This design comes from an exercise in tuning for small area on the open sky130 flow, not from production work.
Where RTL was checked, it was by simulation tests only, not by an equivalence proof against the original.
Function not checked in runs 3 and 4: the RTL went through the layout flow alone.
Power figures rest on the tool's default switching activity, not on a simulated workload.

==> constraint.sdc <==
create_clock -name core_clock -period 10.0 [get_ports {clk}]
set_input_delay 2.0000 -clock core_clock [delete_from_list [all_inputs] [get_ports {clk}]]
set_output_delay 2.0000 -clock core_clock [all_outputs]
set_load 0.01 [all_outputs]
==> design.v <==
`timescale 1ns / 1ps
`timescale 1ns / 1ps
module vga(
	input de,
	input [7:0]color,
	output [2:0]vgaRed,
	output [2:0]vgaGreen,
	output [1:0]vgaBlue
);
	assign vgaRed = de ? color[2:0] : 3'd0;
	assign vgaGreen = de ? color[5:3] : 3'd0;
	assign vgaBlue = de ? color[7:6] : 2'd0;
endmodule
`timescale 1ns / 1ps
module mouse #(parameter IDLE_W = 8) (
	input clk,
	input rst,
	input PS2C_act,
	input PS2D,
	output reg [9:0]x,
	output reg [7:0]y,
	output reg btnl
);
	function automatic [15:0] addc(input [15:0] a, input [15:0] b, input ci);
		integer i;
		reg c;
		begin
			c = ci;
			for(i = 0; i < 16; i = i + 1) begin
				addc[i] = a[i] ^ b[i] ^ c;
				c = (a[i] & b[i]) | (c & (a[i] ^ b[i]));
			end
		end
	endfunction
	function automatic ltu(input [15:0] a, input [15:0] b);
		integer i;
		reg br;
		begin
			br = 0;
			for(i = 0; i < 16; i = i + 1)
				br = (~a[i] & b[i]) | (~(a[i] ^ b[i]) & br);
			ltu = br;
		end
	endfunction
	localparam WAIT = 3'd5;
	reg PS2C;
	always@(posedge clk) PS2C <= PS2C_act;
	reg oldps2c;
	always@(posedge clk) oldps2c <= PS2C;
	reg [IDLE_W-1:0]idlec;
	always@(posedge clk or posedge rst) begin
		if(rst) idlec <= 1;
		else if(~PS2C) idlec <= 1;
		else if(idlec != 0) idlec <= idlec + 1;
	end
	wire idle = (idlec == 0);
	reg [2:0]state;
	reg [3:0]step;
	reg [15:0]mv;    
	wire fall = oldps2c & ~PS2C;
	wire inbyte = (state != 0) && (state != WAIT);
	always@(posedge clk)
		if(fall && (state == 2 || state == 3) && ~step[3]) mv <= {PS2D, mv[15:1]};
	always@(posedge clk)
		if(fall && (state == 0 ? ~PS2D : inbyte))
			step <= (state == 0 || step == 10) ? 4'd0 : step + 4'd1;
	wire [10:0]sx = addc(x, {{8{mv[7]}}, mv[7:0]}, 1'b0);
	wire [10:0]sy = addc(y, ~{{8{mv[15]}}, mv[15:8]}, 1'b1);
	always@(posedge clk or posedge rst) begin
		if(rst) begin
			btnl <= 0;
			x <= 349;
			y <= 114;
			state <= WAIT;
		end
		else if(idle && PS2C) state <= 0;
		else if(fall) begin
			if(state == 0) begin
				if(~PS2D) state <= 1;
			end
			else if(inbyte) begin
				if(state == 1 && step == 0) btnl <= PS2D;
				if(step == 10) state <= state + 3'd1;
				if(state == 4 && step == 0) begin
					x <= sx[10] ? 10'd0 : ~ltu(sx, 699) ? 10'd698 : sx[9:0];
					y <= (sy[10] || ltu(sy, 50)) ? 8'd50 : ~ltu(sy, 229) ? 8'd228 : sy[7:0];
				end
			end
		end
	end
endmodule
`timescale 1ns / 1ps
module display(
	input [1:0]c,
	input [3:0]num3,
	input [3:0]num2,
	input [3:0]num1,
	input [3:0]num0,
	output [3:0]an,
	output reg [6:0]seg
);
	wire [3:0]num;
	assign num = c[1] ? (c[0] ? num3 : num2) : (c[0] ? num1 : num0);
	assign an = ~(4'b0001 << c);
	always@(*) case(num)
		0: seg = 7'b1000000;
		1: seg = 7'b1111001;
		2: seg = 7'b0100100;
		3: seg = 7'b0110000;
		4: seg = 7'b0011001;
		5: seg = 7'b0010010;
		6: seg = 7'b0000010;
		7: seg = 7'b1111000;
		8: seg = 7'b0000000;
		9: seg = 7'b0010000;
		10:seg = 7'b0001000;
		11:seg = 7'b0000011;
		12:seg = 7'b1000110;
		13:seg = 7'b0100001;
		14:seg = 7'b0000110;
		15:seg = 7'b0001110;
	endcase
endmodule
`timescale 1ns / 1ps
module top(
	input clk,
	input rst,
	output [2:0]vgaRed,
	output [2:0]vgaGreen,
	output [1:0]vgaBlue,
	output vgaHsync,
	output vgaVsync,
	output MemOE,
	output MemWR,
	output FlashRp,
	output FlashCS,
	output [23:1]MemAdr,
	input [15:0]MemDB,
	input [7:0]sw,
	input [3:0]btn,
	output [7:0]led,
	input PS2C,
	input PS2D,
	output [3:0]an,
	output [6:0]seg
);
	function automatic [15:0] addc(input [15:0] a, input [15:0] b, input ci);
		integer i;
		reg c;
		begin
			c = ci;
			for(i = 0; i < 16; i = i + 1) begin
				addc[i] = a[i] ^ b[i] ^ c;
				c = (a[i] & b[i]) | (c & (a[i] ^ b[i]));
			end
		end
	endfunction
	function automatic ltu(input [15:0] a, input [15:0] b);
		integer i;
		reg br;
		begin
			br = 0;
			for(i = 0; i < 16; i = i + 1)
				br = (~a[i] & b[i]) | (~(a[i] ^ b[i]) & br);
			ltu = br;
		end
	endfunction
	parameter E1L = 38;
	parameter E1R = 55;
	parameter E1T = 145;
	parameter E1B = 205;
	parameter E2L = 230;
	parameter E2R = 259;
	parameter E2T = 168;
	parameter E2B = 233;
	parameter E3L = 362;
	parameter E3R = 383;
	parameter E3T = 162;
	parameter E3B = 237;
	parameter E4L = 466;
	parameter E4R = 488;
	parameter E4T = 99;
	parameter E4B = 146;
	localparam [12:0] TOFF = 13'd281;
	localparam [12:0] V_RST = 13'd0 - TOFF;
	reg [12:0]v;
	always@(posedge clk or posedge rst) begin
		if(rst) v <= V_RST;
		else v <= v + 13'd1;
	end
	wire vgaen = v[0];
	reg [4:0]hp5;
	wire [9:0]hc = {hp5, v[5:1]};
	wire lineend = vgaen && hp5 == 5'd20 && v[5:1] == 5'd18;    
	always@(posedge clk or posedge rst) begin
		if(rst) hp5 <= 5'd27;
		else if(lineend) hp5 <= 5'd27;
		else if(v[5:0] == 6'd63) hp5 <= hp5 + 5'd1;
	end
	reg [9:0]rv;
	always@(posedge clk or posedge rst) begin
		if(rst) rv <= 10'd993;
		else if(lineend) rv <= (rv == 10'd489) ? 10'd993 : rv + 10'd1;
	end
	wire [8:0]row = rv[8:0];
	assign vgaHsync = ~(~ltu(hc, 883) && ltu(hc, 979));
	assign vgaVsync = ~(rv == 10'd993 || rv == 10'd994);
	wire de = ltu(rv, 480) && ~ltu(hc, 3) && ltu(hc, 643);
	localparam [12:0] V_T1 = 13'd1 - TOFF;
	localparam [12:0] V_T7 = 13'd7 - TOFF;
	wire tick_recoil = (v[7:0] == V_T1[7:0]);      
	wire tick_hp = (v[8:0] == V_RST[8:0]);         
	wire tick_enemy = (v == V_RST);                
	wire tick_digit = (v[2:0] == V_T7[2:0]);       
	wire tick_an0 = (v[2:0] == V_RST[2:0]);        
	wire [9:0]x;
	wire [7:0]my;
	wire btnl;
	mouse mymouse(clk, rst, PS2C, PS2D, x, my, btnl);
	reg [3:0]score3;
	reg [3:0]score2;
	reg [3:0]score1;
	reg [3:0]score0;
	reg [11:0]e;
	reg [1:0]c;
	wire [12:0]einc = addc(e, 0, tick_digit);
	always@(posedge clk or posedge rst) begin
		if(rst) e <= 12'd4095;
		else e <= einc[11:0] | (einc[12] ? 12'd971 : 12'd0);
	end
	always@(posedge clk or posedge rst) begin
		if(rst) c <= 0;
		else if((&e) && tick_an0) c <= c + 2'd1;
	end
	display scoredisplay(c, score3, score2, score1, score0, an, seg);
	reg [6:0]yoffset;
	wire [7:0]y;
	assign y = addc(my, ~{9'd0, yoffset}, 1'b1);
	reg [3:0]ammo;
	wire [15:0]ledsh = 16'hff << (4'd8 - ammo);
	assign led = ledsh[7:0];
	reg [6:0]hp4;
	reg [3:0]enemy;
	assign MemOE = 0;
	assign MemWR = 0;
	assign FlashRp = 1;
	assign FlashCS = 0;
	reg [20:1]adr;
	reg pic;
	assign MemAdr = {2'b00, pic, adr};
	reg [15:0]cachebg;
	wire fetch = vgaen && ~v[1];
	wire [9:0]ysum = addc(y, row, 1'b0);
	wire [9:0]alo = addc(hc[9:1], x[9:1], 1'b0);           
	wire [10:0]sum = {alo, x[0]};               
	wire picture = (hc[9:2] == 0) ? enemy[0] :
		ltu(sum, 453) ? enemy[0] :
		ltu(sum, 613) ? enemy[1] :
		ltu(sum, 733) ? enemy[2] :
		ltu(sum, 993) ? enemy[3] : enemy[0];
	always@(posedge clk or posedge rst) begin
		if(rst) begin
			adr <= 0;
			pic <= 0;
		end
		else if(fetch) begin
			adr <= {ysum, alo};
			pic <= picture;
		end
	end
	always@(posedge clk) if(fetch) cachebg <= MemDB;
	wire [7:0]background = hc[0] ? cachebg[7:0] : cachebg[15:8];
	wire hud_w = (hc == 10'd323 && ~ltu(rv, 237) && ltu(rv, 244)) ||
		(rv == 10'd240 && ~ltu(hc, 320) && ltu(hc, 327));
	wire hud_b = (hc == 10'd323 && ~ltu(rv, 230) && ltu(rv, 251)) ||
		(rv == 10'd240 && ~ltu(hc, 313) && ltu(hc, 334));
	wire hpbar = ~ltu(rv, 465) && ltu(rv, 475) && ~ltu(hc, 9) && ~ltu({hp4, 1'b0}, hc);
	wire ammobar = ~ltu(hc, 608) && ltu(hc, 638) && ltu(rv, 475) &&
		ammo_rows;
	wire [5:0]ammo_sum = addc(row[8:4], ammo, ~ltu(row[3:0], 11));
	wire ammo_rows = ammo_sum[5] | (&ammo_sum[4:1]);
	wire [7:0]color = (hp4 == 7'd4) ? 8'd7 :
		hud_w ? 8'd255 :
		hud_b ? 8'd0 :
		hpbar ? 8'd7 :
		ammobar ? 8'b00111111 :
		background;
	vga myvga(de, color, vgaRed, vgaGreen, vgaBlue);
	reg [7:0]shoot;
	reg [12:0]reload;
	wire rz12 = (reload[11:0] == 0);
	wire reloading = ~rz12 | reload[12];
	wire reload_end = rz12 & reload[12];
	wire reload_start = (shoot == 0) && (ammo == 1);
	wire reload_fb = (reload[12] ^ reload[3] ^ reload[2] ^ reload[0] ^ rz12) & (reloading | reload_start);
	always@(posedge clk or posedge rst) begin
		if(rst) shoot <= 8'hff;
		else if(btnl) shoot <= shoot + 8'd1;
		else shoot <= 8'hff;
	end
	wire fire = ~reloading && (shoot == 0);
	always@(posedge clk or posedge rst) begin
		if(rst) begin
			ammo <= 8;
			reload <= 0;
			yoffset <= 0;
		end
		else begin
			if(reload_end) ammo <= 8;
			reload <= {reload[11:0], reload_fb};
			if(~reloading && shoot == 0) ammo <= ammo - 4'd1;
			if(fire) yoffset <= yoffset + 7'd5;
			else if(tick_recoil && yoffset != 0) yoffset <= yoffset - 7'd1;
		end
	end
	wire [2:0]enemycount = {2'b00, enemy[0]} + {2'b00, enemy[1]} + {2'b00, enemy[2]} + {2'b00, enemy[3]};
	wire h1 = enemy[0] && ~ltu(x, E1L) && ltu(x, E1R) && ~ltu(y, E1T) && ltu(y, E1B);
	wire h2 = enemy[1] && ~ltu(x, E2L) && ltu(x, E2R) && ~ltu(y, E2T) && ltu(y, E2B);
	wire h3 = enemy[2] && ~ltu(x, E3L) && ltu(x, E3R) && ~ltu(y, E3T) && ltu(y, E3B);
	wire h4 = enemy[3] && ~ltu(x, E4L) && ltu(x, E4R) && ~ltu(y, E4T) && ltu(y, E4B);
	wire hit = h1 | h2 | h3 | h4;
	function automatic [3:0] bcdtog(input [3:0] q);
		bcdtog = {q[0] & (q[3] | (q[2] & q[1])), q[1] & q[0], q[0] & ~q[3], 1'b1};
	endfunction
	wire sc_c0 = fire & hit;
	wire sc_c1 = sc_c0 & score0[3] & score0[0];
	wire sc_c2 = sc_c1 & score1[3] & score1[0];
	wire sc_c3 = sc_c2 & score2[3] & score2[0];
	wire [3:0]sc_t0 = sc_c0 ? bcdtog(score0) : 4'd0;
	wire [3:0]sc_t1 = sc_c1 ? bcdtog(score1) : 4'd0;
	wire [3:0]sc_t2 = sc_c2 ? bcdtog(score2) : 4'd0;
	wire [3:0]sc_t3 = sc_c3 ? {&score3[2:0], &score3[1:0], score3[0], 1'b1} : 4'd0;
	always@(posedge clk or posedge rst) begin
		if(rst) begin
			enemy <= 0;
			hp4 <= 104;
			score3 <= 0;
			score2 <= 0;
			score1 <= 0;
			score0 <= 0;
		end
		else begin
			score0 <= score0 ^ sc_t0;
			score1 <= score1 ^ sc_t1;
			score2 <= score2 ^ sc_t2;
			score3 <= score3 ^ sc_t3;
			if(fire) begin
				if(h1) enemy[0] <= 0;
				else if(h2) enemy[1] <= 0;
				else if(h3) enemy[2] <= 0;
				else if(h4) enemy[3] <= 0;
			end
			else if(tick_enemy) enemy[{x[0]^hp4[0], y[0]^ammo[0]}] <= 1;
			if(tick_hp) begin
				if(ltu(hp4, enemycount + 7'd4)) hp4 <= 4;
				else if(~(sw[7])) hp4 <= addc(hp4, ~{13'd0, enemycount}, 1'b1);
			end
		end
	end
endmodule
==> flow/run.sh <==
#!/bin/bash
# Standard ORFS layout; the only change is the cell used for the port
# buffers (buf_1 instead of the default pick).
set -euo pipefail
bash standard.sh BUFFER_PORTS_ARGS="-buffer_cell sky130_fd_sc_hd__buf_1" finish > make_finish.log 2>&1
==> config.mk <==
export PLATFORM = sky130hd
export DESIGN_NAME = top
export DESIGN_NICKNAME = top
export VERILOG_FILES = /design/flow/design.v
export SDC_FILE = /design/flow/constraint.sdc
export NUM_CORES = 4
export LEC_CHECK = 0
export CAP_MARGIN = 20
export CORE_MARGIN = 2
export CORE_UTILIZATION = 40
export CTS_BUF_LIST = sky130_fd_sc_hd__clkbuf_8
export SLEW_MARGIN = 20
==> standard.sh <==
#!/bin/bash
# synth_recipe.tcl (not shown) runs the flow's synth.tcl, then flattens the netlist and writes it again
# the make line also repeats each setting of config.mk as NAME=value (left out here)
make -C /OpenROAD-flow-scripts/flow DESIGN_CONFIG=/design/flow/config.mk WORK_HOME=/design/flow/orfs CLKGATE_MAP_FILE= SYNTH_SCRIPT=/design/flow/synth_recipe.tcl "${@:-finish}"
==> impl_metrics.prom, run 1 <==
# TYPE chip_impl_metric gauge
chip_impl_metric{name="drt.antenna.violating_nets",unit=""} 0
chip_impl_metric{name="post-place-cells",unit=""} 1466
chip_impl_metric{name="cts.clk_slew.worst_paths",unit="ns"} 0.10
chip_impl_metric{name="maximum_capacitance_violations",unit=""} 0
chip_impl_metric{name="start_util",unit="%"} 40.6
chip_impl_metric{name="insertion_delay",unit="ns"} 0.48
chip_impl_metric{name="pin_count_of_the_biggest_net_entering_global_routing",unit=""} 92
chip_impl_metric{name="vdd_drop_max",unit="mV"} 0.151
chip_impl_info{name="cts_tree",value="done"} 1
chip_impl_metric{name="cellPowerDensity",unit="nW/um^2"} 150
chip_impl_info{name="synth_flop_cell",value="dfrtp_1"} 1
chip_impl_metric{name="count_of_unresolved_drc_violations_after_routing",unit=""} 0
chip_impl_metric{name="first_pass_grt_wire_length",unit="mm"} 38.5
chip_impl_metric{name="detail_route.wl_per_cell",unit="um"} 15.1
chip_impl_metric{name="synth_simple_gate_area_share",unit="%"} 13.9
chip_impl_metric{name="stdcell_count",unit=""} 1498
chip_impl_metric{name="replace_congestion",unit=""} 0.838
chip_impl_metric{name="setup-violations-final",unit=""} 0
chip_impl_metric{name="max_slew.worst_pin.slew",unit="ns"} 1.06
chip_impl_info{name="criticalPathCategory",value="reg -> out"} 1
chip_impl_metric{name="cts.sinks",unit=""} 190
chip_impl_metric{name="num_vias",unit=""} 7611
chip_impl_info{name="worst_setup_path_start_kind",value="flop"} 1
chip_impl_metric{name="number_of_antenna_violations_at_the_first_check_in_global_routing",unit=""} 0
chip_impl_metric{name="total_setup_buffers_inserted_after_cts",unit=""} 0
chip_impl_metric{name="yosysUniqueCellTypes",unit=""} 80
chip_impl_info{name="slowest_stage",value="a2111oi_2"} 1
chip_impl_metric{name="totalNegativeSetupSlack",unit="ns"} 0
chip_impl_metric{name="synthAdderAreaFrac",unit="%"} 16.9
chip_impl_metric{name="design.final.nets",unit=""} 1265
chip_impl_metric{name="post-route-worst-setup-slack",unit="ns"} 3.81
chip_impl_metric{name="postSynthRegisterBits",unit=""} 190
chip_impl_metric{name="floorplan.die.height",unit="um"} 172
chip_impl_metric{name="dr.first_iter.drc_count",unit=""} 566
chip_impl_metric{name="yosysWarnings",unit=""} 3
chip_impl_metric{name="data_arrival_critical_path",unit="ns"} 4.19
chip_impl_metric{name="htreeDepth",unit=""} 4
chip_impl_metric{name="achievable-frequency",unit="MHz"} 162
chip_impl_metric{name="areaGrowthSynthToFinish",unit="%"} 9.51
chip_impl_metric{name="worstPathRequired",unit="ns"} 8.00
chip_impl_metric{name="synth_xor_xnor_area_share",unit="%"} 4.74
chip_impl_metric{name="clockBufferDepth",unit=""} 2
chip_impl_metric{name="path_max_fanout",unit=""} 6
chip_impl_metric{name="cts.hold.buffers_added",unit=""} 0
chip_impl_metric{name="timing.final.max_slew_violations",unit=""} 0
chip_impl_metric{name="tritoncts.num_buffers",unit=""} 17
chip_impl_metric{name="fraction_of_final_layout_cells_sized_beyond_drive_strength_1",unit="%"} 12.1
chip_impl_metric{name="critical_path.max_stage_delay",unit="ns"} 0.62
chip_impl_metric{name="routed_via_density",unit=""} 5.08
chip_impl_metric{name="core_area",unit="sq um"} 27800
chip_impl_metric{name="count_of_tritonroute_iterations_in_the_first_routing_pass",unit=""} 5
chip_impl_metric{name="netlist_area",unit="sq um"} 11300
chip_impl_metric{name="power_leakage",unit="nW"} 5.36
chip_impl_metric{name="grt_pass1_vias",unit=""} 7519
chip_impl_metric{name="worst_slew_margin_relative_to_its_limit",unit="%"} 29.6
chip_impl_metric{name="postSynthCellCount",unit=""} 1050
chip_impl_metric{name="die_width",unit="um"} 172
chip_impl_metric{name="synth.avg_cell_area",unit="sq um"} 10.7
chip_impl_metric{name="routed_wirelength",unit="mm"} 22.6
chip_impl_metric{name="grt_use_total",unit="%"} 16.4
chip_impl_metric{name="min_period",unit="ns"} 6.19
chip_impl_info{name="path_cells",value="ha_1 -> inv_1 -> ha_1 -> inv_1 -> a31oi_1 -> fa_1 -> fa_1 -> inv_1 -> fa_1 -> ha_1 -> a31oi_1 -> a2111oi_2 -> a211oi_1 -> nor2_1 -> nand2_1 -> a21oi_1 -> buf_1"} 1
chip_impl_metric{name="synth_edf_count",unit=""} 36
chip_impl_metric{name="top_level_ports",unit=""} 88
chip_impl_info{name="largest_family_of_logic_cells_by_synthesized_area",value="adder cells"} 1
chip_impl_metric{name="fp.dieArea",unit="sq um"} 29500
chip_impl_metric{name="timing_hold_violations_final",unit=""} 0
chip_impl_metric{name="synth_sequential_area_ratio",unit="%"} 44.3
chip_impl_metric{name="place_ws",unit="ns"} 4.35
chip_impl_info{name="critical_path.endpoint_type",value="primary output"} 1
chip_impl_metric{name="cts-resized-gates",unit=""} 0
chip_impl_metric{name="skew",unit="ns"} 0.0154
chip_impl_metric{name="post-dp-hpwl",unit="mm"} 16.6
chip_impl_metric{name="timing.final.crit_share",unit="%"} 61.9
chip_impl_metric{name="port_buffers",unit=""} 70
chip_impl_info{name="clockRootBuffer",value="clkbuf_8"} 1
chip_impl_info{name="outcome",value="no timing/DRC/antenna violations"} 1
chip_impl_metric{name="design_area",unit="sq um"} 12300
chip_impl_metric{name="synth.area.mux_share",unit="%"} 4.34
chip_impl_info{name="rsz0062_at_grt",value="no"} 1
chip_impl_info{name="type_of_the_worst_min_delay_path",value="reg -> reg"} 1
chip_impl_metric{name="n_antenna_cell",unit=""} 0
chip_impl_metric{name="worst_hold_slack",unit="ns"} 0.375
chip_impl_metric{name="synth_compound_gate_area_share",unit="%"} 9.86
chip_impl_metric{name="detailed_place.area",unit="sq um"} 11900
chip_impl_metric{name="grt_overflow_total",unit=""} 0
chip_impl_metric{name="rows",unit=""} 61
chip_impl_metric{name="synth_async_sr_flop_share",unit="%"} 80.0
==> metal layers <==
layer  part of all wire [%]  wire [um]  GRT usage (%)  vias to the layer above
met4                    1.3        303           4.68                        0
met1                     50      11200           23.4                     3735
met2                     45      10300           25.7                      141
met5                      0          0              0                        -
met3                    3.6        815           2.98                       22
li1                       -          -              -                     3713
==> cells in the final DEF, fill, tap and decap left out, types with 10 or more instances in the layout <==
master,n
and2_1,10
edfxtp_1,36
o31ai_1,13
mux2_2,13
nor2_1,44
clkbuf_8,18
a211oi_1,15
ha_1,81
xor2_1,15
fa_1,44
buf_1,70
a21oi_1,37
or2_2,10
dfstp_2,57
a21o_1,10
inv_1,127
nor3_1,21
xnor2_1,46
nor4_1,12
dfrtp_1,95
and3_1,11
mux2i_1,23
nor2b_1,12
nand3_1,33
nand2_1,86
o21ai_0,26
nand4_1,17
nand2b_1,10
==> Yosys cell counts (4+ instances only) <==
master     number  area, sq um
o22ai_1         7         43.8
mux4_2          5          113
edfxtp_1       36         1080
buf_4           7         52.6
or2_2          10         62.6
clkbuf_1       28          105
dfrtp_1        95         2380
nor4b_1         4         35.0
a311oi_1        4         35.0
nor4_1         12         75.1
a21oi_1        37          185
nand2b_1       10         62.6
o2111ai_1       4         35.0
o21ai_0        26          130
xnor2_1        46          403
a21o_1         10         75.1
nand3b_1        4         30.0
mux2_2         13          146
and2_1         10         62.6
nand4_1        17          106
nor3_1         22          110
ha_1           82         1030
dfstp_2        57         1500
nand2_1        86          323
inv_1         127          477
nor2b_1        12         75.1
and3_1         11         68.8
fa_1           44          881
nor2_1         44          165
o31ai_1        13         97.6
xor2_1         15          131
nand3_1        33          165
a31oi_1         5         31.3
nor3b_1         7         52.6
or3_1           5         31.3
a211oi_1       15          113
mux2i_1        23          230
a211o_1         5         43.8
==> registers in the layout, indices dropped and copies added, names as in the netlist, 5 cells and up <==
name,cells
v,13
hp4,7
mymouse.mv,16
rv,10
adr,20
hp5,5
cachebg,16
shoot,8
yoffset,7
e,12
reload,13
mymouse.idlec,8
mymouse.x,10
mymouse.y,8
==> final cells by class <==
cell class              instances  area, sq um
flip-flops and latches        190         5000
inverters                     129          489
multi-input cells             697         5650
clock inverters                14          216
well taps                     378          473
clock buffers                  18          248
fillers                      2725        15400
repair buffers                 72          278
==> through the flow <==
step                      utilization, %  power [W]
after detailed placement            42.7    0.00129
final                               44.4    0.00186
after global placement              42.7    0.00128
after CTS                           44.4    0.00188
after floorplan                        -    0.00119
after global routing                44.4    0.00197
==> report_power, final <==
part	total [W]	switching (W)	internal, W	leakage [nW]
Combinational	0.000351	0.000205	0.000146	2.94
Clock	0.000586	0.000281	0.000304	0.227
Sequential	0.000921	0.0000589	0.000862	2.19
==> worst max-delay path: cells and delay by family, from the launching register on <==
family / cells / cell delay (ns)
compound gates: 5 / 1.12
fa+ha+maj: 6 / 1.41
buf+inv: 4 / 0.37
flops: 1 / 0.61
simple gates: 2 / 0.18
==> worst paths after layout <==
check	to	slack [ns]	startpoint	cells past startpoint
worst max register to register	mymouse.x[8]	4.60	mymouse.x[0]	14
worst max-delay path	vgaGreen[0]	3.81	rv[0]	17
worst min-delay path	reload[2]	0.38	reload[1]	0
worst min register to register	reload[2]	0.38	reload[1]	0
min in group asynchronous	reload[7]	1.65	rst	2
max in group asynchronous	adr[1]	7.03	rst	3
==> kinds of logic (layout without fill, tap and decap cells) <==
logic type,after synthesis,count (layout)
compound gates,161,161
mux,41,41
simple gates,302,302
buf+inv,167,233
xor+xnor,61,61
fa+ha+maj,126,126
other cells,2,6
flops,190,190
==> run 2, diff against run 1 <==
==> run.sh (new file) <==
#!/bin/bash
# synth_recipe.tcl (not shown) runs the flow's synth.tcl, then flattens the netlist and writes it again
# the make line also repeats each setting of config.mk as NAME=value (left out here)
make -C /OpenROAD-flow-scripts/flow DESIGN_CONFIG=/design/flow/config.mk WORK_HOME=/design/flow/orfs CLKGATE_MAP_FILE= SYNTH_SCRIPT=/design/flow/synth_recipe.tcl finish
--- a/config.mk
+++ b/config.mk
@@ -10,3 +10,2 @@
 export CORE_UTILIZATION = 40
-export CTS_BUF_LIST = sky130_fd_sc_hd__clkbuf_8
 export SLEW_MARGIN = 20
removed: flow/run.sh
removed: standard.sh
==> run 2 against run 1 <==
  * Synthesized cell count stayed put
  * Hold slack improved by 0.0052 ns
  * Wire length grew 1.1%
  * Die area is the same
  * Final cell count unchanged
  * Clock power grew 25%
  * Non-clock buffer count unchanged
  * Clock-buffer cell count up 1
  * Sequential power about the same
  * Area after synthesis unchanged
  * Critical endpoint unchanged
  * Largest cell class unchanged
  * Largest power group unchanged
  * Highest routed layer unchanged
==> impl_metrics.prom, run 2 <==
# TYPE chip_impl_metric gauge
chip_impl_metric{name="cts-resized-gates",unit=""} 0
chip_impl_metric{name="postSynthRegisterBits",unit=""} 190
chip_impl_info{name="rsz0062_at_grt",value="no"} 1
chip_impl_metric{name="totalNegativeSetupSlack",unit="ns"} 0
chip_impl_metric{name="pwr-share-seq",unit="%"} 45.6
chip_impl_metric{name="synth_sequential_area_ratio",unit="%"} 44.3
chip_impl_metric{name="grt_overflow_total",unit=""} 0
chip_impl_metric{name="dr.first_iter.drc_count",unit=""} 566
chip_impl_metric{name="yosysWarnings",unit=""} 3
chip_impl_info{name="clockRootBuffer",value="clkbuf_16"} 1
chip_impl_metric{name="cts.hold.buffers_added",unit=""} 0
chip_impl_metric{name="setup-violations-final",unit=""} 0
chip_impl_info{name="critical_path.endpoint_type",value="primary output"} 1
chip_impl_metric{name="yosysUniqueCellTypes",unit=""} 80
chip_impl_metric{name="vdd_drop_max",unit="mV"} 0.126
chip_impl_metric{name="power_leakage",unit="nW"} 5.62
chip_impl_info{name="criticalPathCategory",value="reg -> out"} 1
chip_impl_info{name="outcome",value="no timing/DRC/antenna violations"} 1
chip_impl_metric{name="number_of_antenna_violations_at_the_first_check_in_global_routing",unit=""} 0
chip_impl_info{name="synth_area_leaders",value="dfrtp_1 (21%), dfstp_2 (13%), edfxtp_1 (9.6%)"} 1
chip_impl_metric{name="first_pass_grt_wire_length",unit="mm"} 39.0
chip_impl_metric{name="netlist_area",unit="sq um"} 11300
chip_impl_metric{name="grt_use_total",unit="%"} 16.6
chip_impl_metric{name="cellPowerDensity",unit="nW/um^2"} 156
chip_impl_metric{name="count_of_unresolved_drc_violations_after_routing",unit=""} 0
chip_impl_metric{name="data_arrival_critical_path",unit="ns"} 4.42
chip_impl_info{name="cts_tree",value="done"} 1
chip_impl_metric{name="worstPathRequired",unit="ns"} 8.00
chip_impl_info{name="cpLargestDelayFamily",value="adder cells"} 1
chip_impl_metric{name="timing.final.crit_share",unit="%"} 64.2
chip_impl_info{name="most-common-layout-cells",value="inv_1 (126), dfrtp_1 (95), nand2_1 (86)"} 1
chip_impl_info{name="registers.top_by_ff_count",value="adr"} 1
chip_impl_metric{name="timing_hold_violations_final",unit=""} 0
chip_impl_metric{name="count_of_tritonroute_iterations_in_the_first_routing_pass",unit=""} 5
chip_impl_metric{name="fraction_of_final_layout_cells_sized_beyond_drive_strength_1",unit="%"} 12.0
chip_impl_metric{name="cts.clk_slew.worst_paths",unit="ns"} 0.07
chip_impl_metric{name="swShare",unit="%"} 27.9
chip_impl_metric{name="max_slew.worst_pin.slew",unit="ns"} 1.02
chip_impl_metric{name="num_vias",unit=""} 7600
chip_impl_metric{name="critical_path.max_stage_delay",unit="ns"} 0.60
chip_impl_metric{name="number_of_flip_flops_in_the_largest_register",unit=""} 20
chip_impl_metric{name="post-dp-hpwl",unit="mm"} 17.0
chip_impl_metric{name="skew",unit="ns"} 0.00832
chip_impl_metric{name="min_period",unit="ns"} 6.42
chip_impl_metric{name="design_power_total",unit="W"} 0.00202
chip_impl_metric{name="detailed_place.area",unit="sq um"} 12300
chip_impl_metric{name="routed_wirelength",unit="mm"} 22.9
chip_impl_metric{name="start_util",unit="%"} 40.6
chip_impl_metric{name="post-place-cells",unit=""} 1466
chip_impl_metric{name="drt.antenna.violating_nets",unit=""} 0
chip_impl_info{name="synth_top_cell_by_area",value="dfrtp_1"} 1
chip_impl_info{name="synth_flop_cell",value="dfrtp_1"} 1
chip_impl_metric{name="p_comb_share",unit="%"} 18.2
chip_impl_info{name="rr_startpoint",value="mymouse.x[0]"} 1
chip_impl_metric{name="maximum_capacitance_violations",unit=""} 0
chip_impl_metric{name="die_width",unit="um"} 172
chip_impl_info{name="layout_top_registers",value="adr: 20 flops, cachebg: 16 flops, mymouse.mv: 16 flops"} 1
chip_impl_metric{name="htreeDepth",unit=""} 4
chip_impl_info{name="post_synth_most_frequent_cells",value="inv_1 (127), dfrtp_1 (95), nand2_1 (86), ha_1 (82), dfstp_2 (57)"} 1
chip_impl_metric{name="synth_edf_count",unit=""} 36
chip_impl_metric{name="floorplan.die.height",unit="um"} 172
chip_impl_metric{name="synth_largest_type_area_fraction",unit="%"} 21.1
chip_impl_metric{name="synth.avg_cell_area",unit="sq um"} 10.7
chip_impl_metric{name="achievable-frequency",unit="MHz"} 156
chip_impl_metric{name="net-switching-power",unit="W"} 0.000562
chip_impl_metric{name="worst_slew_margin_relative_to_its_limit",unit="%"} 32.0
chip_impl_info{name="worstSetupStartpoint",value="rv[0]"} 1
chip_impl_metric{name="port_buffers",unit=""} 70
chip_impl_metric{name="design.final.nets",unit=""} 1265
chip_impl_info{name="worst_setup_path_start_kind",value="flop"} 1
chip_impl_metric{name="cts.sinks",unit=""} 190
chip_impl_metric{name="stdcell_count",unit=""} 1498
chip_impl_info{name="most_common_cell_after_layout_fill_and_taps_aside",value="inv_1"} 1
chip_impl_metric{name="clockBufferDepth",unit=""} 2
chip_impl_metric{name="fp.dieArea",unit="sq um"} 29500
chip_impl_metric{name="n_antenna_cell",unit=""} 0
chip_impl_metric{name="cp_num_buf_inv",unit=""} 4
chip_impl_metric{name="top_level_ports",unit=""} 88
chip_impl_metric{name="rows",unit=""} 61
chip_impl_metric{name="areaGrowthSynthToFinish",unit="%"} 14.9
chip_impl_metric{name="synth_async_sr_flop_share",unit="%"} 80.0
chip_impl_metric{name="timing.final.max_slew_violations",unit=""} 0
chip_impl_metric{name="replace_congestion",unit=""} 0.831
chip_impl_metric{name="power_report.internal_total",unit="W"} 0.00146
chip_impl_info{name="type_of_the_worst_min_delay_path",value="reg -> reg"} 1
chip_impl_metric{name="design_area",unit="sq um"} 12900
chip_impl_metric{name="pin_count_of_the_biggest_net_entering_global_routing",unit=""} 83
chip_impl_metric{name="detail_route.wl_per_cell",unit="um"} 15.3
chip_impl_info{name="timing.hold.worst.start",value="reload[6]"} 1
chip_impl_metric{name="insertion_delay",unit="ns"} 0.44
chip_impl_info{name="post-synth-top-count-cell",value="inv_1"} 1
chip_impl_metric{name="pwr-share-clk",unit="%"} 36.2
chip_impl_metric{name="postSynthCellCount",unit=""} 1050
chip_impl_metric{name="routed_via_density",unit=""} 5.07
chip_impl_metric{name="path_max_fanout",unit=""} 6
chip_impl_info{name="slowest_stage",value="dfstp_2"} 1
chip_impl_metric{name="core_area",unit="sq um"} 27800
chip_impl_info{name="path_cells",value="ha_1 -> inv_1 -> ha_1 -> inv_1 -> a31oi_1 -> fa_1 -> fa_1 -> inv_1 -> fa_1 -> ha_1 -> a31oi_1 -> a2111oi_2 -> a211oi_1 -> nor2_1 -> nand2_1 -> a21oi_1 -> clkdlybuf4s50_1"} 1
chip_impl_metric{name="tritoncts.num_buffers",unit=""} 17
chip_impl_metric{name="grt_pass1_vias",unit=""} 7661
chip_impl_metric{name="total_setup_buffers_inserted_after_cts",unit=""} 0
==> run 2: cell counts after synthesis <==
No cell type changed its count.
==> run 2: area by class of cell <==
| type | count | area, sq um |
|---|---|---|
| Fill cell | 2630 | 14800 |
| Tap cell | 378 | 473 |
| Timing Repair Buffer | 72 | 716 |
| Clock inverter | 13 | 188 |
| Multi-Input combinational cell | 697 | 5650 |
| Clock buffer | 19 | 443 |
| Sequential cell | 190 | 5000 |
| Inverter | 129 | 489 |
==> run 2: final timing paths <==
path	to	slack, ns	cells after the start
setup / recovery	vgaGreen[0]	3.58	17
max in group asynchronous	score2[2]	6.51	3
setup reg to reg	mymouse.x[0]	4.69	14
hold reg to reg	reload[7]	0.38	0
min in group asynchronous	ammo[1]	2.08	2
hold / removal	reload[7]	0.38	0
==> run 2: kinds of logic after synthesis <==
family / after synthesis / synth area share, %
mux: 41 / 4.34
buf+inv: 167 / 5.86
compound gates: 161 / 9.86
flops: 190 / 44.3
simple gates: 302 / 13.9
other cells: 2 / 0.0666
fa+ha+maj: 126 / 16.9
xor+xnor: 61 / 4.74
==> run 2: metrics by stage <==
stage / utilization, % / worst slack, ns / hold WS, ns
floorplan: - / 4.00 / 0.354
global placement: 44.3 / 4.08 / 0.360
detailed placement: 44.3 / 4.03 / 0.367
CTS: 46.6 / 3.55 / 0.382
global route: 46.6 / 3.32 / 0.401
finish: 46.6 / 3.58 / 0.380
==> run 2: power by group through the flow <==
stage	Clock [W]	Sequential, W	Combinational, W
finish	0.000730	0.000921	0.000367
global placement	0	0.000935	0.000364
detailed placement	0	0.000935	0.000368
CTS	0.000747	0.000921	0.000373
floorplan	0	0.000921	0.000267
global route	0.000778	0.000931	0.000424
==> run 2: routing by layer <==
layer,up-vias,share of wire [%],track usage [%],routed length (um)
met4,0,0.90,4.02,205
met1,3770,51,23.9,11600
met2,97,45,26.1,10400
met5,-,0,0,0
met3,15,2.7,3.14,617
li1,3718,-,-,-
==> run 3, diff against run 2 <==
--- a/design.v
+++ b/design.v
@@ -14,3 +14,3 @@
 `timescale 1ns / 1ps
-module mouse #(parameter IDLE_W = 8) (
+module mouse(
 	input clk,
@@ -49,3 +49,5 @@
 	always@(posedge clk) oldps2c <= PS2C;
-	reg [IDLE_W-1:0]idlec;
+	reg [7:0]idlec;
+	wire iz7 = (idlec[6:0] == 0);
+	wire idle = iz7 & ~idlec[7];
 	always@(posedge clk or posedge rst) begin
@@ -53,5 +55,4 @@
 		else if(~PS2C) idlec <= 1;
-		else if(idlec != 0) idlec <= idlec + 1;
+		else idlec <= {idlec[6:0], (idlec[7] ^ idlec[5] ^ idlec[4] ^ idlec[3]) & ~iz7};
 	end
-	wire idle = (idlec == 0);
 	reg [2:0]state;
@@ -289,2 +290,3 @@
 	reg [7:0]shoot;
+	wire shot = (shoot == 8'hfe);
 	reg [12:0]reload;
@@ -293,3 +295,3 @@
 	wire reload_end = rz12 & reload[12];
-	wire reload_start = (shoot == 0) && (ammo == 1);
+	wire reload_start = shot && (ammo == 1);
 	wire reload_fb = (reload[12] ^ reload[3] ^ reload[2] ^ reload[0] ^ rz12) & (reloading | reload_start);
@@ -297,6 +299,6 @@
 		if(rst) shoot <= 8'hff;
-		else if(btnl) shoot <= shoot + 8'd1;
+		else if(btnl) shoot <= {shoot[6:0], shoot[7] ^ shoot[5] ^ shoot[4] ^ shoot[3] ^ (shoot[6:0] == 0)};
 		else shoot <= 8'hff;
 	end
-	wire fire = ~reloading && (shoot == 0);
+	wire fire = ~reloading && shot;
 	always@(posedge clk or posedge rst) begin
@@ -310,3 +312,3 @@
 			reload <= {reload[11:0], reload_fb};
-			if(~reloading && shoot == 0) ammo <= ammo - 4'd1;
+			if(fire) ammo <= ammo - 4'd1;
 			if(fire) yoffset <= yoffset + 7'd5;
==> flow/run.sh (new file) <==
#!/bin/bash
# Standard ORFS layout with buf_1 port buffers and a clock tree of clkbuf_8
# without dummy loads.
set -euo pipefail
bash standard.sh BUFFER_PORTS_ARGS="-buffer_cell sky130_fd_sc_hd__buf_1" \
  CTS_ARGS="-sink_clustering_enable -repair_clock_nets -buf_list sky130_fd_sc_hd__clkbuf_8 -dont_use_dummy_load" \
  finish > make_finish.log 2>&1
==> standard.sh (new file) <==
#!/bin/bash
# synth_recipe.tcl (not shown) runs the flow's synth.tcl, then flattens the netlist and writes it again
# the make line also repeats each setting of config.mk as NAME=value (left out here)
make -C /OpenROAD-flow-scripts/flow DESIGN_CONFIG=/design/flow/config.mk WORK_HOME=/design/flow/orfs CLKGATE_MAP_FILE= SYNTH_SCRIPT=/design/flow/synth_recipe.tcl "${@:-finish}"
removed: run.sh
==> run 3 against run 2 <==
  * Area after synthesis fell by 1.8%
  * Maximum frequency rose by 6.2%
  * Sequential cell count did not move
  * First-iteration DRC count fell by 25%
  * Power fell by 7.3%
  * Setup slack improved by 0.37 ns
  * Sequential share of layout area rose by 3.2 points
  * Cell area fell by 7.7%
  * Highest routed layer unchanged
  * Register-to-register slack improved by 0.09 ns
  * Still clean
  * Utilization fell by 2.5 points
  * Via count fell by 0.22%
==> impl_metrics.prom, run 3 <==
# TYPE chip_impl_metric gauge
chip_impl_info{name="outcome",value="no timing/DRC/antenna violations"} 1
chip_impl_info{name="clockRootBuffer",value="clkbuf_8"} 1
chip_impl_info{name="slowest_stage",value="dfstp_2"} 1
chip_impl_metric{name="timing.hold.worst_path_depth",unit=""} 0
chip_impl_metric{name="path_max_fanout",unit=""} 6
chip_impl_metric{name="count_of_tritonroute_iterations_in_the_first_routing_pass",unit=""} 4
chip_impl_metric{name="count_of_unresolved_drc_violations_after_routing",unit=""} 0
chip_impl_metric{name="pin_count_of_the_biggest_net_entering_global_routing",unit=""} 58
chip_impl_metric{name="synth_async_sr_flop_share",unit="%"} 80.0
chip_impl_info{name="timing.hold.worst.start",value="reload[1]"} 1
chip_impl_metric{name="cts.sinks",unit=""} 190
chip_impl_metric{name="cts.hold.buffers_added",unit=""} 0
chip_impl_info{name="path_cells",value="ha_1 -> inv_1 -> ha_1 -> inv_1 -> a31oi_1 -> fa_1 -> fa_1 -> inv_1 -> fa_1 -> a31oi_1 -> nor2_1 -> o221ai_1 -> nand3_1 -> a21oi_1 -> a21oi_1 -> buf_1"} 1
chip_impl_metric{name="detailed_place.area",unit="sq um"} 11700
chip_impl_metric{name="dr.first_iter.drc_count",unit=""} 425
chip_impl_metric{name="core_area",unit="sq um"} 27100
chip_impl_metric{name="max_slew.worst_pin.slew",unit="ns"} 0.902
chip_impl_metric{name="stdcell_count",unit=""} 1475
chip_impl_metric{name="port_buffers",unit=""} 70
chip_impl_metric{name="start_util",unit="%"} 40.9
chip_impl_metric{name="insertion_delay",unit="ns"} 0.48
chip_impl_metric{name="worstRegToRegCells",unit=""} 14
chip_impl_metric{name="replace_congestion",unit=""} 0.909
chip_impl_metric{name="netlist_area",unit="sq um"} 11100
chip_impl_metric{name="totalNegativeSetupSlack",unit="ns"} 0
chip_impl_metric{name="design.final.nets",unit=""} 1259
chip_impl_metric{name="cts-resized-gates",unit=""} 0
chip_impl_metric{name="yosysWarnings",unit=""} 3
chip_impl_metric{name="fp.dieArea",unit="sq um"} 29000
chip_impl_metric{name="post-dp-hpwl",unit="mm"} 17.1
chip_impl_info{name="synth_top_cell_by_area",value="dfrtp_1"} 1
chip_impl_metric{name="synth.avg_cell_area",unit="sq um"} 10.7
chip_impl_metric{name="n_antenna_cell",unit=""} 0
chip_impl_metric{name="top_level_ports",unit=""} 88
chip_impl_metric{name="data_arrival_critical_path",unit="ns"} 4.05
chip_impl_metric{name="skew",unit="ns"} 0.0338
chip_impl_info{name="most-common-layout-cells",value="inv_1 (109), dfrtp_1 (95), nand2_1 (92)"} 1
chip_impl_info{name="cpLargestDelayFamily",value="adder cells"} 1
chip_impl_info{name="rr_startpoint",value="mymouse.x[0]"} 1
chip_impl_metric{name="postSynthCellCount",unit=""} 1039
chip_impl_metric{name="drt.antenna.violating_nets",unit=""} 0
chip_impl_metric{name="areaGrowthSynthToFinish",unit="%"} 7.91
chip_impl_metric{name="clockBufferDepth",unit=""} 2
chip_impl_info{name="type_of_the_worst_min_delay_path",value="reg -> reg"} 1
chip_impl_metric{name="synth_largest_type_area_fraction",unit="%"} 21.5
chip_impl_metric{name="htreeDepth",unit=""} 4
chip_impl_metric{name="worstPathRequired",unit="ns"} 8.00
chip_impl_info{name="synth_area_leaders",value="dfrtp_1 (21%), dfstp_2 (14%), edfxtp_1 (9.8%)"} 1
chip_impl_metric{name="tritoncts.num_buffers",unit=""} 17
chip_impl_metric{name="post-place-cells",unit=""} 1458
chip_impl_metric{name="synth_edf_count",unit=""} 36
chip_impl_metric{name="detail_route.wl_per_cell",unit="um"} 15.3
chip_impl_metric{name="routed_via_density",unit=""} 5.14
chip_impl_metric{name="grt_pass1_vias",unit=""} 7481
chip_impl_info{name="most_common_cell_after_layout_fill_and_taps_aside",value="inv_1"} 1
chip_impl_metric{name="vdd_drop_max",unit="mV"} 0.105
chip_impl_metric{name="first_pass_grt_wire_length",unit="mm"} 38.1
chip_impl_metric{name="multiInputGateArea",unit="sq um"} 5510
chip_impl_info{name="post-synth-top-count-cell",value="inv_1"} 1
chip_impl_metric{name="power_leakage",unit="nW"} 5.05
chip_impl_metric{name="design_area",unit="sq um"} 11900
chip_impl_metric{name="postSynthRegisterBits",unit=""} 190
chip_impl_metric{name="synth_sequential_area_ratio",unit="%"} 45.1
chip_impl_info{name="synth_flop_cell",value="dfrtp_1"} 1
chip_impl_metric{name="timing_hold_violations_final",unit=""} 0
chip_impl_metric{name="grt_overflow_total",unit=""} 0
chip_impl_metric{name="number_of_flip_flops_in_the_largest_register",unit=""} 20
chip_impl_metric{name="critical_path.max_stage_delay",unit="ns"} 0.59
chip_impl_metric{name="achievable-frequency",unit="MHz"} 165
chip_impl_metric{name="fraction_of_final_layout_cells_sized_beyond_drive_strength_1",unit="%"} 11.9
chip_impl_metric{name="total_setup_buffers_inserted_after_cts",unit=""} 0
chip_impl_info{name="registers.top_by_ff_count",value="adr"} 1
chip_impl_metric{name="timing.final.crit_share",unit="%"} 60.5
chip_impl_metric{name="setup-violations-final",unit=""} 0
chip_impl_metric{name="rows",unit=""} 60
chip_impl_info{name="worstReg2RegEnd",value="mymouse.x[6]"} 1
chip_impl_metric{name="yosysUniqueCellTypes",unit=""} 74
chip_impl_metric{name="maximum_capacitance_violations",unit=""} 0
chip_impl_metric{name="floorplan.die.height",unit="um"} 170
chip_impl_info{name="criticalPathCategory",value="reg -> out"} 1
chip_impl_metric{name="seqCellArea",unit="sq um"} 5000
chip_impl_metric{name="fillers",unit=""} 2617
chip_impl_info{name="cts_tree",value="done"} 1
chip_impl_metric{name="cts.clk_slew.worst_paths",unit="ns"} 0.11
chip_impl_metric{name="timing.final.max_slew_violations",unit=""} 0
chip_impl_metric{name="grt_use_total",unit="%"} 16.7
chip_impl_metric{name="worst_slew_margin_relative_to_its_limit",unit="%"} 39.8
chip_impl_metric{name="cellPowerDensity",unit="nW/um^2"} 157
chip_impl_metric{name="routed_wirelength",unit="mm"} 22.6
chip_impl_metric{name="num_vias",unit=""} 7583
chip_impl_info{name="worst_setup_path_start_kind",value="flop"} 1
chip_impl_info{name="critical_path.endpoint_type",value="primary output"} 1
chip_impl_metric{name="min_period",unit="ns"} 6.05
chip_impl_metric{name="number_of_antenna_violations_at_the_first_check_in_global_routing",unit=""} 0
chip_impl_metric{name="r2r_slack",unit="ns"} 4.78
chip_impl_metric{name="cp_num_buf_inv",unit=""} 4
chip_impl_info{name="layout_top_registers",value="adr: 20 flops, cachebg: 16 flops, mymouse.mv: 16 flops"} 1
chip_impl_metric{name="die_width",unit="um"} 170
chip_impl_info{name="rsz0062_at_grt",value="no"} 1
chip_impl_info{name="post_synth_most_frequent_cells",value="inv_1 (110), dfrtp_1 (95), nand2_1 (92), ha_1 (78), nor2_1 (60)"} 1
chip_impl_info{name="holdPathEnd",value="reload[2]"} 1
==> run 3: cell types whose count changed in the layout (fill, tap and decap cells not counted), moves of 10 or more <==
cell | before | now
a21oi_1 | 37 | 50
mux2i_1 | 23 | 9
clkdlybuf4s50_1 | 70 | 0
nor2_1 | 44 | 60
clkbuf_16 | 17 | 0
inv_1 | 126 | 109
clkbuf_8 | 1 | 17
buf_1 | 0 | 70
o21ai_0 | 26 | 36
==> run 3: power breakdown <==
group / internal (W) / total, W / leakage, nW / switching [W]
logic: 0.000203 / 0.000507 / 2.74 / 0.000304
registers: 0.000887 / 0.000969 / 2.18 / 0.0000819
clock network: 0.000151 / 0.000394 / 0.122 / 0.000244
total: 0.00124 / 0.00187 / 5.05 / 0.000630
==> run 3: cells by family (layout without fill, tap and decap cells) <==
group | count (synthesis) | count (layout) | synth area share, %
other | 2 | 6 | 0.0678
and+or+nand+nor | 319 | 319 | 14.7
adders and majority gates | 122 | 122 | 16.8
AOI/OAI and AO/OA | 174 | 174 | 10.2
muxes | 32 | 32 | 3.56
xor gates and xnor gates | 53 | 53 | 4.26
buffers and inverters | 147 | 207 | 5.33
DFF | 190 | 190 | 45.1
==> run 3: area by class of cell <==
type,count,share of cell area [%]
Multi-Input combinational cell,706,46.1
Inverter,113,3.59
Clock buffer,17,1.96
Tap cell,372,3.90
Sequential cell,190,41.8
Timing Repair Buffer,77,2.64
==> run 3: through the flow <==
| step | total power [W] | hold slack [ns] | util (%) | worst slack [ns] |
|---|---|---|---|---|
| floorplan | 0.00135 | 0.354 | - | 4.00 |
| global placement | 0.00149 | 0.361 | 43.2 | 4.41 |
| detailed placement | 0.00150 | 0.368 | 43.2 | 4.40 |
| CTS | 0.00189 | 0.393 | 44.1 | 3.89 |
| global route | 0.00200 | 0.403 | 44.1 | 3.68 |
| finish | 0.00187 | 0.390 | 44.1 | 3.95 |
==> run 3: worst max path at each step <==
stage,from,endpoint,depth (start not counted)
detailed placement,rv[0],vgaRed[0],16
finish,rv[0],vgaRed[0],16
CTS,rv[0],vgaRed[0],16
global route,rv[0],vgaRed[0],16
global placement,rv[0],vgaRed[0],16
floorplan,rst,adr[10],1
==> run 3: routing by layer <==
metal / global-route usage [%] / vias to the layer above / part of all wire, %
li1: - / 3705 / -
met1: 22.8 / 3710 / 47
met2: 26.8 / 135 / 47
met3: 2.95 / 33 / 3.5
met4: 5.80 / 0 / 2.1
met5: 0 / - / 0
==> run 4, diff against run 3 <==
--- a/design.v
+++ b/design.v
@@ -210,3 +210,2 @@
 	localparam [12:0] V_T1 = 13'd1 - TOFF;
-	localparam [12:0] V_T7 = 13'd7 - TOFF;
 	wire tick_recoil = (v[7:0] == V_T1[7:0]);      
@@ -214,4 +213,2 @@
 	wire tick_enemy = (v == V_RST);                
-	wire tick_digit = (v[2:0] == V_T7[2:0]);       
-	wire tick_an0 = (v[2:0] == V_RST[2:0]);        
 	wire [9:0]x;
@@ -224,12 +221,13 @@
 	reg [3:0]score0;
-	reg [11:0]e;
-	reg [1:0]c;
-	wire [12:0]einc = addc(e, 0, tick_digit);
+	localparam [14:0] DL_END = 15'd21978;
+	reg [14:0]dl;
+	wire dl_end = (dl == DL_END);
 	always@(posedge clk or posedge rst) begin
-		if(rst) e <= 12'd4095;
-		else e <= einc[11:0] | (einc[12] ? 12'd971 : 12'd0);
+		if(rst) dl <= DL_END;
+		else dl <= {dl[13:0], dl[14] ^ dl[13] ^ dl_end};
 	end
+	reg [1:0]c;
 	always@(posedge clk or posedge rst) begin
 		if(rst) c <= 0;
-		else if((&e) && tick_an0) c <= c + 2'd1;
+		else if(dl_end) c <= c + 2'd1;
 	end
==> flow/run.sh (replaced) <==
#!/bin/bash
# Standard ORFS layout with buf_1 port buffers and a clock tree without
# dummy loads.
set -euo pipefail
bash standard.sh BUFFER_PORTS_ARGS="-buffer_cell sky130_fd_sc_hd__buf_1" \
  CTS_ARGS="-sink_clustering_enable -repair_clock_nets -buf_list sky130_fd_sc_hd__clkbuf_8 -sink_clustering_size 24 -sink_clustering_max_diameter 80 -dont_use_dummy_load" \
  finish > make_finish.log 2>&1
==> run 4 against run 3 <==
  * Power fell by 3.1%
  * Final cell count down 4.9%
  * Register-to-register slack lost 0.15 ns
  * Sequential cell count increased by 3
  * Setup slack got worse by 0.58 ns
  * Sequential power down 2%
  * Area after synthesis decreased by 0.78%
  * Critical endpoint is now vgaRed[2]
==> impl_metrics.prom, run 4 <==
# TYPE chip_impl_metric gauge
chip_impl_metric{name="grt_overflow_total",unit=""} 0
chip_impl_metric{name="routedLengthMet1",unit="mm"} 11.1
chip_impl_metric{name="number_of_flip_flops_in_the_largest_register",unit=""} 20
chip_impl_metric{name="fraction_of_final_layout_cells_sized_beyond_drive_strength_1",unit="%"} 11.5
chip_impl_metric{name="areaGrowthSynthToFinish",unit="%"} 7.44
chip_impl_metric{name="power_report.internal_total",unit="W"} 0.00122
chip_impl_metric{name="count_of_unresolved_drc_violations_after_routing",unit=""} 0
chip_impl_info{name="most_common_cell_after_layout_fill_and_taps_aside",value="inv_1"} 1
chip_impl_metric{name="post-dp-hpwl",unit="mm"} 16.6
chip_impl_metric{name="replace_congestion",unit=""} 0.816
chip_impl_metric{name="timing.final.max_slew_violations",unit=""} 0
chip_impl_metric{name="pwr-share-seq",unit="%"} 52.6
chip_impl_metric{name="fin_util",unit="%"} 43.8
chip_impl_metric{name="drt.antenna.violating_nets",unit=""} 0
chip_impl_metric{name="n_antenna_cell",unit=""} 0
chip_impl_metric{name="totalNegativeSetupSlack",unit="ns"} 0
chip_impl_metric{name="min_period",unit="ns"} 6.63
chip_impl_metric{name="first_pass_grt_wire_length",unit="mm"} 38.0
chip_impl_metric{name="count_of_tritonroute_iterations_in_the_first_routing_pass",unit=""} 5
chip_impl_metric{name="pin_count_of_the_biggest_net_entering_global_routing",unit=""} 83
chip_impl_metric{name="timing_hold_violations_final",unit=""} 0
chip_impl_metric{name="netlist_area",unit="sq um"} 11000
chip_impl_info{name="post-synth-top-count-cell",value="inv_1"} 1
chip_impl_metric{name="cts.clk_slew.worst_paths",unit="ns"} 0.10
chip_impl_metric{name="timing.final.crit_share",unit="%"} 66.3
chip_impl_metric{name="grt_use_total",unit="%"} 16.5
chip_impl_metric{name="start_util",unit="%"} 40.8
chip_impl_metric{name="insertion_delay",unit="ns"} 0.46
chip_impl_metric{name="yosysUniqueCellTypes",unit=""} 89
chip_impl_info{name="worst_setup_path_start_kind",value="flop"} 1
chip_impl_metric{name="clockBufferDepth",unit=""} 2
chip_impl_info{name="rr_startpoint",value="mymouse.x[0]"} 1
chip_impl_metric{name="worstPathRequired",unit="ns"} 8.00
chip_impl_metric{name="port_buffers",unit=""} 70
chip_impl_metric{name="num_vias",unit=""} 7272
chip_impl_metric{name="cts-resized-gates",unit=""} 0
chip_impl_info{name="critical_path.endpoint_type",value="primary output"} 1
chip_impl_metric{name="routed_wirelength",unit="mm"} 22.3
chip_impl_info{name="post_synth_most_frequent_cells",value="inv_1 (120), dfrtp_1 (101), nand2_1 (70), ha_1 (62), dfstp_2 (54)"} 1
chip_impl_metric{name="synth_largest_type_area_fraction",unit="%"} 23.0
chip_impl_metric{name="design.final.nets",unit=""} 1201
chip_impl_metric{name="vdd_drop_max",unit="mV"} 0.162
chip_impl_metric{name="die_width",unit="um"} 170
chip_impl_info{name="synth_flop_cell",value="dfrtp_1"} 1
chip_impl_metric{name="synth_sequential_area_ratio",unit="%"} 46.1
chip_impl_metric{name="tritoncts.num_buffers",unit=""} 17
chip_impl_metric{name="cts.hold.buffers_added",unit=""} 0
chip_impl_metric{name="stdcell_count",unit=""} 1402
chip_impl_metric{name="synth_edf_count",unit=""} 36
chip_impl_metric{name="core_area",unit="sq um"} 27000
chip_impl_info{name="criticalPathCategory",value="reg -> out"} 1
chip_impl_info{name="layout_top_registers",value="adr: 20 flops, cachebg: 16 flops, mymouse.mv: 16 flops"} 1
chip_impl_metric{name="data_arrival_critical_path",unit="ns"} 4.63
chip_impl_metric{name="rows",unit=""} 60
chip_impl_metric{name="skew",unit="ns"} 0.0326
chip_impl_info{name="synth_top_cell_by_area",value="dfrtp_1"} 1
chip_impl_info{name="highest_layer",value="met4"} 1
chip_impl_metric{name="floorplan.die.height",unit="um"} 170
chip_impl_metric{name="synth_async_sr_flop_share",unit="%"} 80.3
chip_impl_info{name="registers.top_by_ff_count",value="adr"} 1
chip_impl_metric{name="p_comb_share",unit="%"} 25.9
chip_impl_metric{name="net-switching-power",unit="W"} 0.000596
chip_impl_metric{name="met3WireLength",unit="um"} 845
chip_impl_metric{name="worstRegToRegCells",unit=""} 14
chip_impl_metric{name="detail_route.wl_per_cell",unit="um"} 15.9
chip_impl_metric{name="dr.first_iter.drc_count",unit=""} 420
chip_impl_metric{name="setup-violations-final",unit=""} 0
chip_impl_info{name="holdPathEnd",value="dl[10]"} 1
chip_impl_metric{name="cellPowerDensity",unit="nW/um^2"} 154
chip_impl_metric{name="number_of_antenna_violations_at_the_first_check_in_global_routing",unit=""} 0
chip_impl_metric{name="postSynthCellCount",unit=""} 996
chip_impl_metric{name="synth.avg_cell_area",unit="sq um"} 11.0
chip_impl_info{name="most-common-layout-cells",value="inv_1 (119), dfrtp_1 (101), nand2_1 (70), buf_1 (70), ha_1 (61)"} 1
chip_impl_metric{name="swShare",unit="%"} 32.9
chip_impl_info{name="cts_tree",value="done"} 1
chip_impl_metric{name="post-place-cells",unit=""} 1385
chip_impl_info{name="worstReg2RegEnd",value="mymouse.x[6]"} 1
chip_impl_metric{name="max_slew.worst_pin.slew",unit="ns"} 1.07
chip_impl_info{name="synth_area_leaders",value="dfrtp_1 (23%), dfstp_2 (13%), edfxtp_1 (9.8%)"} 1
chip_impl_info{name="outcome",value="no timing/DRC/antenna violations"} 1
chip_impl_metric{name="path_max_fanout",unit=""} 7
chip_impl_info{name="rsz0062_at_grt",value="no"} 1
chip_impl_info{name="timing.hold.worst.start",value="dl[9]"} 1
chip_impl_metric{name="fp.dieArea",unit="sq um"} 28800
chip_impl_metric{name="maximum_capacitance_violations",unit=""} 0
chip_impl_metric{name="r2r_slack",unit="ns"} 4.63
chip_impl_metric{name="fillers",unit=""} 2554
chip_impl_metric{name="worst_slew_margin_relative_to_its_limit",unit="%"} 29.0
chip_impl_metric{name="routed_via_density",unit=""} 5.19
chip_impl_metric{name="pwr-share-clk",unit="%"} 21.5
chip_impl_metric{name="route.met2.wl",unit="mm"} 10.1
chip_impl_metric{name="cts.sinks",unit=""} 193
chip_impl_metric{name="grt_pass1_vias",unit=""} 7344
chip_impl_metric{name="timing.hold.worst_path_depth",unit=""} 0
chip_impl_metric{name="total_setup_buffers_inserted_after_cts",unit=""} 0
chip_impl_metric{name="power_leakage",unit="nW"} 4.97
chip_impl_metric{name="top_level_ports",unit=""} 88
chip_impl_metric{name="yosysWarnings",unit=""} 3
chip_impl_metric{name="htreeDepth",unit=""} 4
chip_impl_info{name="type_of_the_worst_min_delay_path",value="reg -> reg"} 1
chip_impl_metric{name="achievable-frequency",unit="MHz"} 151
chip_impl_metric{name="postSynthRegisterBits",unit=""} 193
chip_impl_info{name="clockRootBuffer",value="clkbuf_8"} 1
[run 4: worst max-delay path by stage]
stage | startpoint | end | slack [ns] | cells past startpoint
3_3_place_gp | rv[0] | vgaRed[2] | 3.92 | 17
6_report | rv[0] | vgaRed[2] | 3.37 | 17
5_1_grt | rv[0] | vgaRed[2] | 3.07 | 17
3_5_place_dp | rv[0] | vgaRed[2] | 3.86 | 17
4_1_cts | rv[0] | vgaRed[2] | 3.36 | 17
2_1_floorplan | rst | adr[10] | 3.91 | 1
[run 4: cells by family after synthesis]
| logic type | synth area share [%] |
|---|---|
| multiplexers | 4.00 |
| XOR/XNOR | 4.45 |
| flip-flops | 46.1 |
| buffers and inverters | 5.73 |
| AO/OA/AOI/OAI | 10.5 |
| AND/OR/NAND/NOR | 14.1 |
| other | 0.0684 |
| adder cells (fa/ha/maj) | 15.1 |
[run 4: area by class of cell]
type | count | area [sq um] | area share, %
inverter | 122 | 465 | 3.94
sequential | 193 | 5070 | 42.9
tap | 341 | 427 | 3.61
timing repair buffer | 74 | 297 | 2.51
multi-input combinational | 655 | 5310 | 45.0
clock buffer | 17 | 234 | 1.98
[run 4: power groups by stage]
stage	Combinational (W)	Clock [W]	Sequential (W)
after floorplan	0.000335	0	0.000952
after global placement	0.000466	0	0.000968
after detailed placement	0.000470	0	0.000968
after CTS	0.000477	0.000410	0.000955
after global routing	0.000540	0.000439	0.000967
final	0.000470	0.000390	0.000954
[run 4: stage by stage]
| step | total power, W | hold slack (ns) | setup WS, ns | cell area, sq um |
|---|---|---|---|---|
| after floorplan | 0.00129 | 0.348 | 3.91 | 11000 |
| after global placement | 0.00143 | 0.352 | 3.92 | 11600 |
| after detailed placement | 0.00144 | 0.354 | 3.86 | 11600 |
| after CTS | 0.00184 | 0.359 | 3.36 | 11800 |
| after global routing | 0.00195 | 0.366 | 3.07 | 11800 |
| final | 0.00181 | 0.357 | 3.37 | 11800 |
[run 4: worst max-delay path: stages, from the launching register on]
cell and delay (ns):
dfstp_2 0.60, ha_1 0.28, inv_1 0.07, ha_1 0.18
inv_1 0.07, a31oi_1 0.11, fa_1 0.40, fa_1 0.36
inv_1 0.07, fa_1 0.18, ha_1 0.12, nor4bb_1 0.38
o211ai_1 0.14, a211oi_1 0.56, inv_1 0.13, and4_4 0.24
a21oi_1 0.15, buf_1 0.17
[run 4: routing by layer]
| metal | global-route usage, % | vias up |
|---|---|---|
| met3 | 3.03 | 18 |
| li1 | - | 3547 |
| met2 | 25.6 | 142 |
| met4 | 4.24 | 0 |
| met5 | 0 | - |
| met1 | 24.0 | 3565 |

[re-timing with driven ports]
No port has a modelled driver above. Below, the same layouts with a new extraction and two added sets of constraints.
Step 1 assumes that a clkbuf_16 drives the clock port and a buf_2 every other input.
Step 2 adds t to the input delays and takes it off the output delays; t is the mean of the earliest and latest rising clock arrival at the registers after step 1. Input paths then give back, and output paths get back, about the clock's delay inside the block.
a / b / c = ideal / step 1 / step 2; a / b = the first two.
run	t, ns	slack for setup (ns)	clock arrival spread, ns
run 1	0.520	3.814 / 3.773 / 4.293	0.018 / 0.019
run 2	0.480	3.576 / 3.529 / 4.009	0.012 / 0.013
run 3	0.512	3.949 / 3.904 / 4.416	0.034 / 0.034
run 4	0.487	3.373 / 3.333 / 3.819	0.036 / 0.037
After both steps every run listed still meets setup and hold.
